Context: an optimization exercise on an open-source flow, tuned for small area and few clock cycles per item. The choices shown serve that exercise and are no tape-out recipe.
The RTL was checked by simulation tests, not by an equivalence proof against the original design.

== JK ==
==> flow/design.v <==
`default_nettype	none
module	axi_addr(i_last_addr, i_size, i_fixed, i_wrap, i_wlen, o_next_addr);
	input	wire	[11:0]	i_last_addr;
	input	wire	[1:0]	i_size;
	input	wire		i_fixed, i_wrap;
	input	wire	[2:0]	i_wlen;
	output	reg	[11:0]	o_next_addr;
	reg	[11:0]	incr, wrap_mask;
	always @(*)
	begin
		incr = i_last_addr;
		case(i_size)
		2'b00: incr = i_last_addr + 12'h1;
		2'b01: incr = { i_last_addr[11:1] + 11'h1, 1'b0 };
		default: incr = { i_last_addr[11:2] + 10'h1, 2'b00 };
		endcase
		case(i_size)
		2'b00: wrap_mask = { 8'h0, i_wlen, 1'b1 };
		2'b01: wrap_mask = { 7'h0, i_wlen, 2'b11 };
		default: wrap_mask = { 6'h0, i_wlen, 3'b111 };
		endcase
		if (i_fixed)
			o_next_addr = i_last_addr;
		else if (i_wrap)
			o_next_addr = (i_last_addr & ~wrap_mask)
					| (incr & wrap_mask);
		else
			o_next_addr = incr;
	end
endmodule
`default_nettype	none
module demofull #(
	parameter integer C_S_AXI_ID_WIDTH	= 12,
	parameter integer C_S_AXI_DATA_WIDTH	= 32,
	parameter integer C_S_AXI_ADDR_WIDTH	= 32,
	localparam	AW = C_S_AXI_ADDR_WIDTH,
	localparam	DW = C_S_AXI_DATA_WIDTH,
	localparam	IW = C_S_AXI_ID_WIDTH,
	localparam	LSB = $clog2(C_S_AXI_DATA_WIDTH)-3,
	parameter [0:0]	OPT_NARROW_BURST = 1
	) (
		output	reg					o_we,
		output	reg	[C_S_AXI_ADDR_WIDTH-LSB-1:0]	o_waddr,
		output	reg	[C_S_AXI_DATA_WIDTH-1:0]	o_wdata,
		output	reg	[C_S_AXI_DATA_WIDTH/8-1:0]	o_wstrb,
		output	reg					o_rd,
		output	reg	[C_S_AXI_ADDR_WIDTH-LSB-1:0]	o_raddr,
		input	wire	[C_S_AXI_DATA_WIDTH-1:0]	i_rdata,
		input wire  S_AXI_ACLK,
		input wire  S_AXI_ARESETN,
		input wire [C_S_AXI_ID_WIDTH-1 : 0] S_AXI_AWID,
		input wire [C_S_AXI_ADDR_WIDTH-1 : 0] S_AXI_AWADDR,
		input wire [7 : 0] S_AXI_AWLEN,
		input wire [2 : 0] S_AXI_AWSIZE,
		input wire [1 : 0] S_AXI_AWBURST,
		input wire  S_AXI_AWLOCK,
		input wire [3 : 0] S_AXI_AWCACHE,
		input wire [2 : 0] S_AXI_AWPROT,
		input wire [3 : 0] S_AXI_AWQOS,
		input wire  S_AXI_AWVALID,
		output wire  S_AXI_AWREADY,
		input wire [C_S_AXI_DATA_WIDTH-1 : 0] S_AXI_WDATA,
		input wire [(C_S_AXI_DATA_WIDTH/8)-1 : 0] S_AXI_WSTRB,
		input wire  S_AXI_WLAST,
		input wire  S_AXI_WVALID,
		output wire  S_AXI_WREADY,
		output wire [C_S_AXI_ID_WIDTH-1 : 0] S_AXI_BID,
		output wire [1 : 0] S_AXI_BRESP,
		output wire  S_AXI_BVALID,
		input wire  S_AXI_BREADY,
		input wire [C_S_AXI_ID_WIDTH-1 : 0] S_AXI_ARID,
		input wire [C_S_AXI_ADDR_WIDTH-1 : 0] S_AXI_ARADDR,
		input wire [7 : 0] S_AXI_ARLEN,
		input wire [2 : 0] S_AXI_ARSIZE,
		input wire [1 : 0] S_AXI_ARBURST,
		input wire  S_AXI_ARLOCK,
		input wire [3 : 0] S_AXI_ARCACHE,
		input wire [2 : 0] S_AXI_ARPROT,
		input wire [3 : 0] S_AXI_ARQOS,
		input wire  S_AXI_ARVALID,
		output wire  S_AXI_ARREADY,
		output wire [C_S_AXI_ID_WIDTH-1 : 0] S_AXI_RID,
		output wire [C_S_AXI_DATA_WIDTH-1 : 0] S_AXI_RDATA,
		output wire [1 : 0] S_AXI_RRESP,
		output wire  S_AXI_RLAST,
		output wire  S_AXI_RVALID,
		input wire  S_AXI_RREADY
	);
	reg			wfirst;
	reg	[11:0]		wa;
	wire	[11:0]		wcur, wnext;
	reg			axi_bvalid;
	reg	[IW-1:0]	axi_bid;
	wire			wstall, wready, whs;
	assign	wstall = axi_bvalid && !S_AXI_BREADY;
	assign	wready = S_AXI_AWVALID && !wstall;
	assign	whs    = S_AXI_WVALID && wready;
	assign	wcur   = wfirst ? S_AXI_AWADDR[11:0] : wa;
	axi_addr get_next_wr_addr(wcur, S_AXI_AWSIZE[1:0],
			(S_AXI_AWBURST == 2'b00), S_AXI_AWBURST[1],
			S_AXI_AWLEN[3:1], wnext);
	always @(posedge S_AXI_ACLK)
	if (whs)
		wa <= wnext;
	always @(posedge S_AXI_ACLK)
	if (!S_AXI_ARESETN)
		wfirst <= 1'b1;
	else if (whs)
		wfirst <= S_AXI_WLAST;
	always @(posedge S_AXI_ACLK)
	if (!S_AXI_ARESETN)
		axi_bvalid <= 1'b0;
	else if (whs && S_AXI_WLAST)
		axi_bvalid <= 1'b1;
	else if (S_AXI_BREADY)
		axi_bvalid <= 1'b0;
	always @(posedge S_AXI_ACLK)
	if (whs && S_AXI_WLAST)
		axi_bid <= S_AXI_AWID;
	always @(*)
	begin
		o_we    = whs;
		o_waddr = { S_AXI_AWADDR[AW-1:12], wcur[11:LSB] };
		o_wdata = S_AXI_WDATA;
		o_wstrb = S_AXI_WSTRB;
	end
	assign	S_AXI_AWREADY = whs && S_AXI_WLAST;
	assign	S_AXI_WREADY  = wready;
	assign	S_AXI_BVALID  = axi_bvalid;
	assign	S_AXI_BID     = axi_bid;
	assign	S_AXI_BRESP   = 2'b00;
	reg	[AW-1:0]	raddr;
	reg	[7:0]		rcnt;
	reg	[1:0]		rsize;
	reg			rfixed, rwrap;
	reg	[2:0]		rwlen;
	reg			rpend;
	reg	[IW-1:0]	axi_rid;
	reg			axi_rvalid, axi_rlast;
	wire			ractive, rstall, rfree, rload, arhs;
	wire	[11:0]		rnext;
	assign	ractive = (rcnt != 0);
	assign	rstall  = axi_rvalid && !S_AXI_RREADY;
	assign	rfree   = ractive ? ((rcnt == 1) && !rstall) : !rpend;
	assign	rload   = S_AXI_ARVALID && rfree;
	assign	arhs    = rpend && !rstall;
	axi_addr get_next_rd_addr(raddr[11:0], rsize, rfixed, rwrap, rwlen,
			rnext);
	always @(*)
	begin
		o_rd    = (rpend || ractive) && !rstall;
		o_raddr = raddr[AW-1:LSB];
	end
	always @(posedge S_AXI_ACLK)
	if (rload)
	begin
		raddr   <= S_AXI_ARADDR;
		rsize   <= S_AXI_ARSIZE[1:0];
		rfixed  <= (S_AXI_ARBURST == 2'b00);
		rwrap   <= S_AXI_ARBURST[1];
		rwlen   <= S_AXI_ARLEN[3:1];
	end else if (o_rd)
		raddr[11:0] <= rnext;
	always @(posedge S_AXI_ACLK)
	if (!S_AXI_ARESETN)
		rpend <= 1'b0;
	else if (rload)
		rpend <= 1'b1;
	else if (arhs)
		rpend <= 1'b0;
	always @(posedge S_AXI_ACLK)
	if (arhs)
		axi_rid <= S_AXI_ARID;
	always @(posedge S_AXI_ACLK)
	if (!S_AXI_ARESETN)
		rcnt <= 0;
	else if (arhs)
		rcnt <= S_AXI_ARLEN;
	else if (o_rd)
		rcnt <= rcnt - 1;
	always @(posedge S_AXI_ACLK)
	if (!S_AXI_ARESETN)
		axi_rvalid <= 1'b0;
	else if (o_rd)
		axi_rvalid <= 1'b1;
	else if (S_AXI_RREADY)
		axi_rvalid <= 1'b0;
	always @(posedge S_AXI_ACLK)
	if (o_rd)
		axi_rlast <= ractive ? (rcnt == 1) : (S_AXI_ARLEN == 0);
	assign	S_AXI_ARREADY = arhs;
	assign	S_AXI_RVALID  = axi_rvalid;
	assign	S_AXI_RID     = axi_rid;
	assign	S_AXI_RDATA   = i_rdata;
	assign	S_AXI_RRESP   = 2'b00;
	assign	S_AXI_RLAST   = axi_rlast;
	/*verilator lint_off UNUSED*/
	wire	[23:0]	unused;
	assign	unused = { S_AXI_AWLOCK, S_AXI_AWCACHE, S_AXI_AWPROT,
			S_AXI_AWQOS,
		S_AXI_ARLOCK, S_AXI_ARCACHE, S_AXI_ARPROT, S_AXI_ARQOS };
	/*verilator lint_on UNUSED*/
endmodule
`default_nettype wire
make LEC_CHECK=0 CAP_MARGIN=20 CORE_MARGIN=2 CORE_UTILIZATION=40 SLEW_MARGIN=20 finish   # period 4.0 ns
run.sh (not shown) runs the stock make flow with config.mk's settings and CLKGATE_MAP_FILE= SYNTH_SCRIPT=/design/flow/synth_recipe.tcl, a recipe that flattens the netlist after the stock synthesis.
Testbench counts of JK, summed over its fixed seeds: cycles 15,969, beats 22,951.
## Diff of input files: MS against JK
-- flow/design.v --
<<< JK, line 135
	reg			rfixed, rwrap;
	reg	[2:0]		rwlen;
	reg			rpend;
	reg	[IW-1:0]	axi_rid;
	reg			axi_rvalid, axi_rlast;
	wire			ractive, rstall, rfree, rload, arhs;
	wire	[11:0]		rnext;
	assign	ractive = (rcnt != 0);
	assign	rstall  = axi_rvalid && !S_AXI_RREADY;
	assign	rfree   = ractive ? ((rcnt == 1) && !rstall) : !rpend;
	assign	rload   = S_AXI_ARVALID && rfree;
	assign	arhs    = rpend && !rstall;
	axi_addr get_next_rd_addr(raddr[11:0], rsize, rfixed, rwrap, rwlen,
			rnext);
	always @(*)
	begin
		o_rd    = (rpend || ractive) && !rstall;
		o_raddr = raddr[AW-1:LSB];
	end
	always @(posedge S_AXI_ACLK)
	if (rload)
	begin
		raddr   <= S_AXI_ARADDR;
		rsize   <= S_AXI_ARSIZE[1:0];
		rfixed  <= (S_AXI_ARBURST == 2'b00);
		rwrap   <= S_AXI_ARBURST[1];
		rwlen   <= S_AXI_ARLEN[3:1];
	end else if (o_rd)
		raddr[11:0] <= rnext;
	always @(posedge S_AXI_ACLK)
	if (!S_AXI_ARESETN)
		rpend <= 1'b0;
	else if (rload)
		rpend <= 1'b1;
	else if (arhs)
		rpend <= 1'b0;
	always @(posedge S_AXI_ACLK)
	if (arhs)
		axi_rid <= S_AXI_ARID;
	always @(posedge S_AXI_ACLK)
	if (!S_AXI_ARESETN)
>>> MS, line 135
	reg			rfixed, rwrap;
	reg	[2:0]		rwlen;
	reg	[IW-1:0]	axi_rid;
	reg			axi_rvalid, axi_rlast;
	wire			ractive, rstall, arready, arhs;
	wire	[11:0]		rcur, rnext;
	assign	ractive = (rcnt != 0);
	assign	rstall  = axi_rvalid && !S_AXI_RREADY;
	assign	arready = !ractive && !rstall;
	assign	arhs    = S_AXI_ARVALID && arready;
	assign	rcur    = ractive ? raddr[11:0] : S_AXI_ARADDR[11:0];
	axi_addr get_next_rd_addr(rcur,
			ractive ? rsize  : S_AXI_ARSIZE[1:0],
			ractive ? rfixed : (S_AXI_ARBURST == 2'b00),
			ractive ? rwrap  : S_AXI_ARBURST[1],
			ractive ? rwlen  : S_AXI_ARLEN[3:1],
			rnext);
	always @(*)
	begin
		o_rd    = (S_AXI_ARVALID || ractive) && !rstall;
		o_raddr = { (ractive ? raddr[AW-1:12] : S_AXI_ARADDR[AW-1:12]),
				rcur[11:LSB] };
	end
	always @(posedge S_AXI_ACLK)
	if (o_rd)
		raddr[11:0] <= rnext;
	always @(posedge S_AXI_ACLK)
	if (arhs)
	begin
		raddr[AW-1:12] <= S_AXI_ARADDR[AW-1:12];
		rsize   <= S_AXI_ARSIZE[1:0];
		rfixed  <= (S_AXI_ARBURST == 2'b00);
		rwrap   <= S_AXI_ARBURST[1];
		rwlen   <= S_AXI_ARLEN[3:1];
		axi_rid <= S_AXI_ARID;
	end
	always @(posedge S_AXI_ACLK)
	if (!S_AXI_ARESETN)
<<< JK, line 189
	if (o_rd)
		axi_rlast <= ractive ? (rcnt == 1) : (S_AXI_ARLEN == 0);
	assign	S_AXI_ARREADY = arhs;
	assign	S_AXI_RVALID  = axi_rvalid;
	assign	S_AXI_RID     = axi_rid;
>>> MS, line 186
	if (o_rd)
		axi_rlast <= ractive ? (rcnt == 1) : (S_AXI_ARLEN == 0);
	assign	S_AXI_ARREADY = arready;
	assign	S_AXI_RVALID  = axi_rvalid;
	assign	S_AXI_RID     = axi_rid;
### Flow results
Every run in the comparison, JK and MS, completed the flow with a clean layout. Higher total cell area at the placement stage was reported by MS, not JK. MS vs. JK: maximum frequency shrank by about 12%; non-clock buffer count climbed 3.6%. Re area of all placed cells without fillers: JK and MS aren't equal, and the lower value belongs to JK. Diff JK -> MS | worst hold slack | decrease of 14 ps. The run with more routed wire is MS, not JK.
Testbench counts of MS, summed over its fixed seeds: cycles 15,874, beats 22,951.

[what the ideal ports hide]
The results above use ideal ports. As a check the final layouts listed here were re-extracted and re-timed, cells and wires unchanged. Step 1: set_driving_cell puts a clkbuf_16 on S_AXI_ACLK and a buf_2 on each other input, an assumption about the parent block. Step 2 also shifts input and output timing later by t, the mid clock arrival at the registers, as if the neighbouring blocks saw the same clock. a / b / c = ideal ports / drivers / drivers and shift; a / b = the first two.
| run | shift t [ns] | setup slack, ns | hold slack, ns | clock arrival spread, ns |
|---|---|---|---|---|
| JK | 0.387 | 0.735 / 0.710 / 0.710 | 0.530 / 0.530 / 0.530 | 0.007 / 0.007 |
| MS | 0.383 | 0.308 / 0.268 / 0.614 | 0.516 / 0.516 / 0.516 | 0.005 / 0.005 |
After both steps every run listed still meets setup and hold. The setup slack of JK, which loses most, moves by -0.025 ns with the drivers and by -0.025 ns with both steps.
